Background: an optimization exercise with open tools, aiming at small area and a short achievable clock period. Do not read the settings as production practice. At most, simulation tests tie the RTL to the original design; equivalence was not proved. Power and IR drop assume default switching activity.

==> module fifo, before the edit <==
module fifo #(
    parameter LENGTH = 32,
    parameter WIDTH  = 16
) (
    input logic reset_i,
    input logic clk_i,
    input logic read_en,
    input logic write_en,
    input logic [WIDTH-1:0] data_i,
    output logic empty_o,
    output logic full_o,
    output logic [WIDTH-1:0] data_o
);
  localparam LO = 4;
  localparam HI = LENGTH / LO;
  logic [LO-1:0] lo;
  logic [HI-1:0] hi;
  logic nonempty_r, full_r;
  logic [WIDTH-1:0] mem [LENGTH-1:0];
  wire rd = read_en & nonempty_r;
  wire wr = write_en & ~full_r;
  wire one_left = lo[0] & hi[0];           
  wire one_free = lo[LO-2] & hi[HI-1];     
  assign empty_o = ~nonempty_r;
  assign full_o  = full_r;
  logic [WIDTH-1:0] rdata;
  always_comb begin
    rdata = '0;
    for (int j = 0; j < HI; j++)
      for (int i = 0; i < LO; i++)
        rdata = rdata | (mem[LO*j+i] & {WIDTH{hi[j] & lo[i]}});
  end
  always_ff @(posedge clk_i, posedge reset_i) begin
    if (reset_i) begin
      lo         <= LO'(1) << (LO - 1);
      hi         <= HI'(1) << (HI - 1);
      nonempty_r <= 1'b0;
      full_r     <= 1'b0;
      data_o     <= 0;
    end else begin
      if (rd) data_o <= rdata;
      if (wr & ~rd) begin
        lo <= {lo[LO-2:0], lo[LO-1]};
        if (lo[LO-1]) hi <= {hi[HI-2:0], hi[HI-1]};
      end else if (rd & ~wr) begin
        lo <= {lo[0], lo[LO-1:1]};
        if (lo[0]) hi <= {hi[0], hi[HI-1:1]};
      end
      nonempty_r <= wr | (nonempty_r & ~(rd & one_left));
      full_r     <= ~rd & (full_r | (wr & one_free));
    end
  end
  always_ff @(posedge clk_i) begin
    if (wr) begin
      mem[0] <= data_i;
      for (int i = 1; i < LENGTH; i++) mem[i] <= mem[i-1];
    end
  end
endmodule
clock: 4.0 ns
lec_check: 0
cap_margin: 20
core_margin: 2
core_utilization: 60
setup_slack_margin: 2.05
slew_margin: 20
standard.sh (not shown) runs the stock make flow with config.mk's settings and CLKGATE_MAP_FILE= SYNTH_SCRIPT=/design/flow/synth_recipe.tcl, a recipe that flattens the netlist after the stock synthesis.
==> flow/flow/run.sh <==
#!/bin/bash
bash standard.sh MATCH_CELL_FOOTPRINT=0 "BUFFER_PORTS_ARGS=-buffer_cell sky130_fd_sc_hd__buf_4" \
  "CTS_ARGS=-sink_clustering_enable -repair_clock_nets -dont_use_dummy_load -sink_clustering_size 24 -sink_clustering_max_diameter 80" \
  finish > standard.log 2>&1
Change:
--- a/flow/design.v
+++ b/flow/design.v
@@ -13,17 +13,17 @@
 );
   localparam LO = 4;
   localparam HI = LENGTH / LO;
   logic [LO-1:0] lo;
   logic [HI-1:0] hi;
-  logic nonempty_r, full_r;
+  logic empty_r, full_r;
   logic [WIDTH-1:0] mem [LENGTH-1:0];
-  wire rd = read_en & nonempty_r;
+  wire rd = read_en & ~empty_r;
   wire wr = write_en & ~full_r;
   wire one_left = lo[0] & hi[0];           
   wire one_free = lo[LO-2] & hi[HI-1];     
-  assign empty_o = ~nonempty_r;
+  assign empty_o = empty_r;
   assign full_o  = full_r;
   logic [WIDTH-1:0] rdata;
   always_comb begin
     rdata = '0;
     for (int j = 0; j < HI; j++)
@@ -32,11 +32,11 @@
   end
   always_ff @(posedge clk_i, posedge reset_i) begin
     if (reset_i) begin
       lo         <= LO'(1) << (LO - 1);
       hi         <= HI'(1) << (HI - 1);
-      nonempty_r <= 1'b0;
+      empty_r    <= 1'b1;
       full_r     <= 1'b0;
       data_o     <= 0;
     end else begin
       if (rd) data_o <= rdata;
       if (wr & ~rd) begin
@@ -44,11 +44,11 @@
         if (lo[LO-1]) hi <= {hi[HI-2:0], hi[HI-1]};
       end else if (rd & ~wr) begin
         lo <= {lo[0], lo[LO-1:1]};
         if (lo[0]) hi <= {hi[0], hi[HI-1:1]};
       end
-      nonempty_r <= wr | (nonempty_r & ~(rd & one_left));
+      empty_r    <= ~wr & (empty_r | (rd & one_left));
       full_r     <= ~rd & (full_r | (wr & one_free));
     end
   end
   always_ff @(posedge clk_i) begin
     if (wr) begin
After rerunning: The new run produced a clean layout; wire length climbs by about 5%; combinational power goes up by 26%; die area is about the same; sequential cell count is unchanged; sequential power is higher by about 2%; fmax decreases by 4.9%; power came out higher by about 8%; synthesized cell count went down by about 2%; clock skew goes up by 0.034 ns; global-route usage came out higher by 1.8 points.
Function not checked in the second run of this note: the RTL went through the layout flow alone.

The RTL this note starts from:
==> flow/design.v <==
module fifo #(
    parameter LENGTH = 32,
    parameter WIDTH  = 16
) (
    input logic reset_i,
    input logic clk_i,
    input logic read_en,
    input logic write_en,
    input logic [WIDTH-1:0] data_i,
    output logic empty_o,
    output logic full_o,
    output logic [WIDTH-1:0] data_o
);
  localparam AW = $clog2(LENGTH);
  logic [AW-1:0] last;
  logic empty_r, full_r;
  logic [WIDTH-1:0] mem [LENGTH-1:0];
  wire rd = read_en & ~empty_r;
  wire wr = write_en & ~full_r;
  wire last_zero = (last == 0);
  wire last_top  = (last == LENGTH - 2);
  assign empty_o = empty_r | reset_i;
  assign full_o  = full_r & ~reset_i;
  logic [WIDTH-1:0] rdata;
  always_comb begin
    rdata = '0;
    for (int i = 0; i < LENGTH; i++)
      rdata = rdata | (mem[i] & {WIDTH{last == i}});
  end
  always_ff @(posedge clk_i, posedge reset_i) begin
    if (reset_i) begin
      last    <= '1;
      empty_r <= 1'b1;
      full_r  <= 1'b0;
      data_o  <= 0;
    end else begin
      if (rd) data_o <= rdata;
      if (wr & ~rd) last <= last + 1'b1;
      else if (rd & ~wr) last <= last - 1'b1;
      empty_r <= ~wr & (empty_r | (rd & last_zero));
      full_r  <= ~rd & (full_r | (wr & last_top & ~empty_r));
    end
  end
  always_ff @(posedge clk_i) begin
    if (wr) begin
      mem[0] <= data_i;
      for (int i = 1; i < LENGTH; i++) mem[i] <= mem[i-1];
    end
  end
endmodule
Settings: LEC_CHECK=0, CAP_MARGIN=20, CORE_MARGIN=2, CORE_UTILIZATION=60, SETUP_SLACK_MARGIN=1.9, SLEW_MARGIN=20; clock period 4.0 ns.
run.sh (not shown) runs the stock make flow with config.mk's settings and CLKGATE_MAP_FILE= SYNTH_SCRIPT=/design/flow/synth_recipe.tcl, a recipe that flattens the netlist after the stock synthesis.
Stock flow here: none of the scripts above is used.
==> next run, changes <==
==> flow/design.v (replaced) <==
module fifo #(
    parameter LENGTH = 32,
    parameter WIDTH  = 16
) (
    input logic reset_i,
    input logic clk_i,
    input logic read_en,
    input logic write_en,
    input logic [WIDTH-1:0] data_i,
    output logic empty_o,
    output logic full_o,
    output logic [WIDTH-1:0] data_o
);
  localparam AW = $clog2(LENGTH);
  logic [AW-1:0] write_ptr;
  logic [AW-1:0] read_ptr;
  logic empty_r, full_r;
  logic [WIDTH-1:0] mem [LENGTH-1:0];
  wire rd = read_en & ~empty_r;
  wire wr = write_en & ~full_r;
  wire one_left = (read_ptr + 1'b1) == write_ptr;
  wire one_free = (write_ptr + 1'b1) == read_ptr;
  assign empty_o = empty_r | reset_i;
  assign full_o  = full_r & ~reset_i;
  always_ff @(posedge clk_i, posedge reset_i) begin
    if (reset_i) begin
      write_ptr <= 0;
      read_ptr  <= 0;
      empty_r   <= 1'b1;
      full_r    <= 1'b0;
      data_o    <= 0;
    end else begin
      if (rd) begin
        data_o   <= mem[read_ptr];
        read_ptr <= read_ptr + 1'b1;
      end
      if (wr) write_ptr <= write_ptr + 1'b1;
      empty_r <= ~wr & (empty_r | (rd & one_left));
      full_r  <= ~rd & (full_r | (wr & one_free));
    end
  end
  always_ff @(posedge clk_i) begin
    if (~full_r) mem[write_ptr] <= data_i;
  end
endmodule
Effect: The new run passed the timing, DRC and antenna checks; via count drops by 14%; non-clock buffer count decreases by 125; total power came out lower by 0.55%; sequential power increases by about 2%; design area falls by 2.9%; die area came out higher by 6.4%; routed wire length fell by 20%; worst hold slack loses 0.036 ns; core utilization is lower by 6.5 points; worst setup slack is better by 0.25 ns.
Function was not checked in any run of this note: the RTL went through the layout flow alone.

fifo, a different RTL version from the one above (not shown whole).
Size in the first run: roughly 1200 cells after synthesis, roughly 550 flip-flops, about 38 I/O pins.
==> module fifo, before the edit <==
module fifo #(
    parameter LENGTH = 32,
    parameter WIDTH  = 16
) (
    input logic reset_i,
    input logic clk_i,
    input logic read_en,
    input logic write_en,
    input logic [WIDTH-1:0] data_i,
    output logic empty_o,
    output logic full_o,
    output logic [WIDTH-1:0] data_o
);
  localparam LO = 4;
  localparam HI = LENGTH / LO;
  logic [LO-1:0] wlo, rlo;
  logic [HI-1:0] whi, rhi;
  logic nonempty_r, full_r;
  logic [WIDTH-1:0] mem [LENGTH-1:0];
  wire rd = read_en & nonempty_r;
  wire wr = write_en & ~full_r;
  wire [LO-1:0] rlo_n = {rlo[LO-2:0], rlo[LO-1]};
  wire [HI-1:0] rhi_n = rlo[LO-1] ? {rhi[HI-2:0], rhi[HI-1]} : rhi;
  wire [LO-1:0] wlo_n = {wlo[LO-2:0], wlo[LO-1]};
  wire [HI-1:0] whi_n = wlo[LO-1] ? {whi[HI-2:0], whi[HI-1]} : whi;
  wire one_left = |(rlo_n & wlo) & |(rhi_n & whi);
  wire one_free = |(wlo_n & rlo) & |(whi_n & rhi);
  assign empty_o = ~nonempty_r | reset_i;
  assign full_o  = full_r & ~reset_i;
  logic [WIDTH-1:0] rdata;
  always_comb begin
    rdata = '0;
    for (int j = 0; j < HI; j++)
      for (int i = 0; i < LO; i++)
        rdata = rdata | (mem[LO*j+i] & {WIDTH{rhi[j] & rlo[i]}});
  end
  always_ff @(posedge clk_i, posedge reset_i) begin
    if (reset_i) begin
      wlo        <= LO'(1);
      whi        <= HI'(1);
      rlo        <= LO'(1);
      rhi        <= HI'(1);
      nonempty_r <= 1'b0;
      full_r     <= 1'b0;
      data_o     <= 0;
    end else begin
      if (rd) begin
        data_o <= rdata;
        rlo    <= rlo_n;
        rhi    <= rhi_n;
      end
      if (wr) begin
        wlo <= wlo_n;
        whi <= whi_n;
      end
      nonempty_r <= wr | (nonempty_r & ~(rd & one_left));
      full_r     <= ~rd & (full_r | (wr & one_free));
    end
  end
  always_ff @(posedge clk_i) begin
    for (int j = 0; j < HI; j++)
      for (int i = 0; i < LO; i++)
        if (~full_r & whi[j] & wlo[i]) mem[LO*j+i] <= data_i;
  end
endmodule
==> flow/config.mk <==
export PLATFORM = sky130hd
export DESIGN_NAME = fifo
export DESIGN_NICKNAME = fifo
export VERILOG_FILES = /design/flow/design.v
export SDC_FILE = /design/flow/constraint.sdc
export NUM_CORES = 4
export LEC_CHECK = 0
export CAP_MARGIN = 20
export CORE_MARGIN = 2
export CORE_UTILIZATION = 60
export SETUP_SLACK_MARGIN = 1.9
export SLEW_MARGIN = 20
==> flow/constraint.sdc <==
create_clock -name core_clock -period 4.0 [get_ports {clk_i}]
set_input_delay 0.8000 -clock core_clock [delete_from_list [all_inputs] [get_ports {clk_i}]]
set_output_delay 0.8000 -clock core_clock [all_outputs]
set_load 0.01 [all_outputs]
standard.sh (not shown) runs the stock make flow with config.mk's settings and CLKGATE_MAP_FILE= SYNTH_SCRIPT=/design/flow/synth_recipe.tcl, a recipe that flattens the netlist after the stock synthesis.
Scripts as last shown in full above: flow/flow/run.sh
Rerun with:
==> flow/design.v (replaced) <==
module fifo #(
    parameter LENGTH = 32,
    parameter WIDTH  = 16
) (
    input logic reset_i,
    input logic clk_i,
    input logic read_en,
    input logic write_en,
    input logic [WIDTH-1:0] data_i,
    output logic empty_o,
    output logic full_o,
    output logic [WIDTH-1:0] data_o
);
  localparam LO = 4;
  localparam HI = LENGTH / LO;
  logic [LO-1:0] lo;
  logic [HI-1:0] hi;
  logic nonempty_r, full_r;
  logic [WIDTH-1:0] mem [LENGTH-1:0];
  wire rd = read_en & nonempty_r;
  wire wr = write_en & ~full_r;
  wire one_left = lo[0] & hi[0];           
  wire one_free = lo[LO-2] & hi[HI-1];     
  assign empty_o = ~nonempty_r | reset_i;
  assign full_o  = full_r & ~reset_i;
  logic [WIDTH-1:0] rdata;
  always_comb begin
    rdata = '0;
    for (int j = 0; j < HI; j++)
      for (int i = 0; i < LO; i++)
        rdata = rdata | (mem[LO*j+i] & {WIDTH{hi[j] & lo[i]}});
  end
  always_ff @(posedge clk_i, posedge reset_i) begin
    if (reset_i) begin
      lo         <= LO'(1) << (LO - 1);
      hi         <= HI'(1) << (HI - 1);
      nonempty_r <= 1'b0;
      full_r     <= 1'b0;
      data_o     <= 0;
    end else begin
      if (rd) data_o <= rdata;
      if (wr & ~rd) begin
        lo <= {lo[LO-2:0], lo[LO-1]};
        if (lo[LO-1]) hi <= {hi[HI-2:0], hi[HI-1]};
      end else if (rd & ~wr) begin
        lo <= {lo[0], lo[LO-1:1]};
        if (lo[0]) hi <= {hi[0], hi[HI-1:1]};
      end
      nonempty_r <= wr | (nonempty_r & ~(rd & one_left));
      full_r     <= ~rd & (full_r | (wr & one_free));
    end
  end
  always_ff @(posedge clk_i) begin
    if (wr) begin
      mem[0] <= data_i;
      for (int i = 1; i < LENGTH; i++) mem[i] <= mem[i-1];
    end
  end
endmodule
What happened:
- The new run went through all stages and came out clean
- area after synthesis falls by 4.5%
- routed wire length is lower by 27%
- maximum frequency increases by 2.2%
- non-clock buffer count goes down by 40
- sequential power climbs by 40%
- cell count shrinks by 6.0%
- final area came out lower by 5.6%
- utilization drops by 0.35 points
- synthesized cell count drops by 4.9%
- die area is lower by 4.4%
- worst setup slack improves by 0.046 ns
- sequential share of layout area increases by 2.8 points
Only the layout flow was run in the first run of this note; the RTL was not checked for function there.

## lane 3
fifo with an RTL version that a note above also has.
Size: roughly 1100 cells after synthesis, ~540 flip-flops, ~0.020 mm^2 of cells after synthesis.
==> module fifo, before the edit <==
module fifo #(
    parameter LENGTH = 32,
    parameter WIDTH  = 16
) (
    input logic reset_i,
    input logic clk_i,
    input logic read_en,
    input logic write_en,
    input logic [WIDTH-1:0] data_i,
    output logic empty_o,
    output logic full_o,
    output logic [WIDTH-1:0] data_o
);
  localparam LO = 4;
  localparam HI = LENGTH / LO;
  logic [LO-1:0] lo;
  logic [HI-1:0] hi;
  logic nonempty_r, full_r;
  logic [WIDTH-1:0] mem [LENGTH-1:0];
  wire rd = read_en & nonempty_r;
  wire wr = write_en & ~full_r;
  wire one_left = lo[0] & hi[0];           
  wire one_free = lo[LO-2] & hi[HI-1];     
  assign empty_o = ~nonempty_r | reset_i;
  assign full_o  = full_r & ~reset_i;
  logic [WIDTH-1:0] rdata;
  always_comb begin
    rdata = '0;
    for (int j = 0; j < HI; j++)
      for (int i = 0; i < LO; i++)
        rdata = rdata | (mem[LO*j+i] & {WIDTH{hi[j] & lo[i]}});
  end
  always_ff @(posedge clk_i, posedge reset_i) begin
    if (reset_i) begin
      lo         <= LO'(1) << (LO - 1);
      hi         <= HI'(1) << (HI - 1);
      nonempty_r <= 1'b0;
      full_r     <= 1'b0;
      data_o     <= 0;
    end else begin
      if (rd) data_o <= rdata;
      if (wr & ~rd) begin
        lo <= {lo[LO-2:0], lo[LO-1]};
        if (lo[LO-1]) hi <= {hi[HI-2:0], hi[HI-1]};
      end else if (rd & ~wr) begin
        lo <= {lo[0], lo[LO-1:1]};
        if (lo[0]) hi <= {hi[0], hi[HI-1:1]};
      end
      nonempty_r <= wr | (nonempty_r & ~(rd & one_left));
      full_r     <= ~rd & (full_r | (wr & one_free));
    end
  end
  always_ff @(posedge clk_i) begin
    if (wr) begin
      mem[0] <= data_i;
      for (int i = 1; i < LENGTH; i++) mem[i] <= mem[i-1];
    end
  end
endmodule
Settings: LEC_CHECK=0, CAP_MARGIN=20, CORE_MARGIN=2, CORE_UTILIZATION=60, SETUP_SLACK_MARGIN=2.12, SLEW_MARGIN=20; clock period 4.0 ns.
Scripts as last shown in full above: flow/flow/run.sh
The final layout from lane 3, which completed every stage, passed the timing, DRC and antenna checks at the end of the flow.
The inputs of lane 5 differ from those of lane 3 as listed below.
--- a/flow/design.v
+++ b/flow/design.v
@@ -19,12 +19,12 @@
   logic [WIDTH-1:0] mem [LENGTH-1:0];
   wire rd = read_en & nonempty_r;
   wire wr = write_en & ~full_r;
   wire one_left = lo[0] & hi[0];           
   wire one_free = lo[LO-2] & hi[HI-1];     
-  assign empty_o = ~nonempty_r | reset_i;
-  assign full_o  = full_r & ~reset_i;
+  assign empty_o = ~nonempty_r;
+  assign full_o  = full_r;
   logic [WIDTH-1:0] rdata;
   always_comb begin
     rdata = '0;
     for (int j = 0; j < HI; j++)
       for (int i = 0; i < LO; i++)
==> results.txt <==
- Lane 5 | status: complete | timing, DRC, antenna: pass
- Between lane 3 and lane 5, overall via count from detail_route is lower for lane 5, lane 3 comes in above that.
- The final reports for lane 5 and lane 3 show area growth from synthesis to layout lower in the former.
- The area enclosed by the die boundary was comparable across lane 3 and lane 5.
- | global-route wire length before repair | lane 5 vs lane 3 | worse |
- In lane 5, worst setup slack before clock tree synthesis is higher than in lane 3.
- Compared lane 5 vs lane 3, and total power is down in lane 5.
- Delta(complex-gate fraction of the synthesized area, lane 5 - lane 3) < 0
- Density: lane 5 sparser than lane 3
- Re global-route met3 utilization: lane 3 and lane 5 aren't equal, and the higher value belongs to lane 3.

-- afterwards: timing with drivers on the ports --
The flow's constraints put no driver on any port. The routed layouts listed below were extracted and timed again, unchanged, in two steps. Step 1 assumes that a clkbuf_16 drives the clock port and a buf_2 every other input. Step 2, shift: input delay + t, output delay - t, t = (earliest + latest rising clock arrival at the registers) / 2. This alone moves slack from input paths to output paths. a / b / c = ideal ports / drivers / drivers and shift; a / b = the first two.
run	t (ns)	slack for setup (ns)	clock arrival spread, ns
the first run of note 1	0.614	2.071 / 2.017 / 1.669	0.016 / 0.016
the second run of note 1	0.613	1.971 / 1.918 / 1.671	0.056 / 0.057
the first run of note 2	0.657	1.512 / 1.512 / 1.037	0.031 / 0.031
the second run of note 2	0.639	1.760 / 1.705 / 1.552	0.018 / 0.018
the first run of note 3	0.628	1.891 / 1.856 / 1.551	0.047 / 0.046
the second run of note 3	0.611	1.937 / 1.937 / 1.439	0.025 / 0.025
lane 3	0.613	2.008 / 1.955 / 1.651	0.025 / 0.025
lane 5	0.615	2.073 / 2.020 / 1.678	0.018 / 0.017
After both steps setup and hold are still met in every run listed. For the second run of note 3, which loses most, drivers alone change the setup slack by 0.000 ns; drivers and shift together by -0.498 ns. The worst setup slack also covers recovery checks on asynchronous resets.
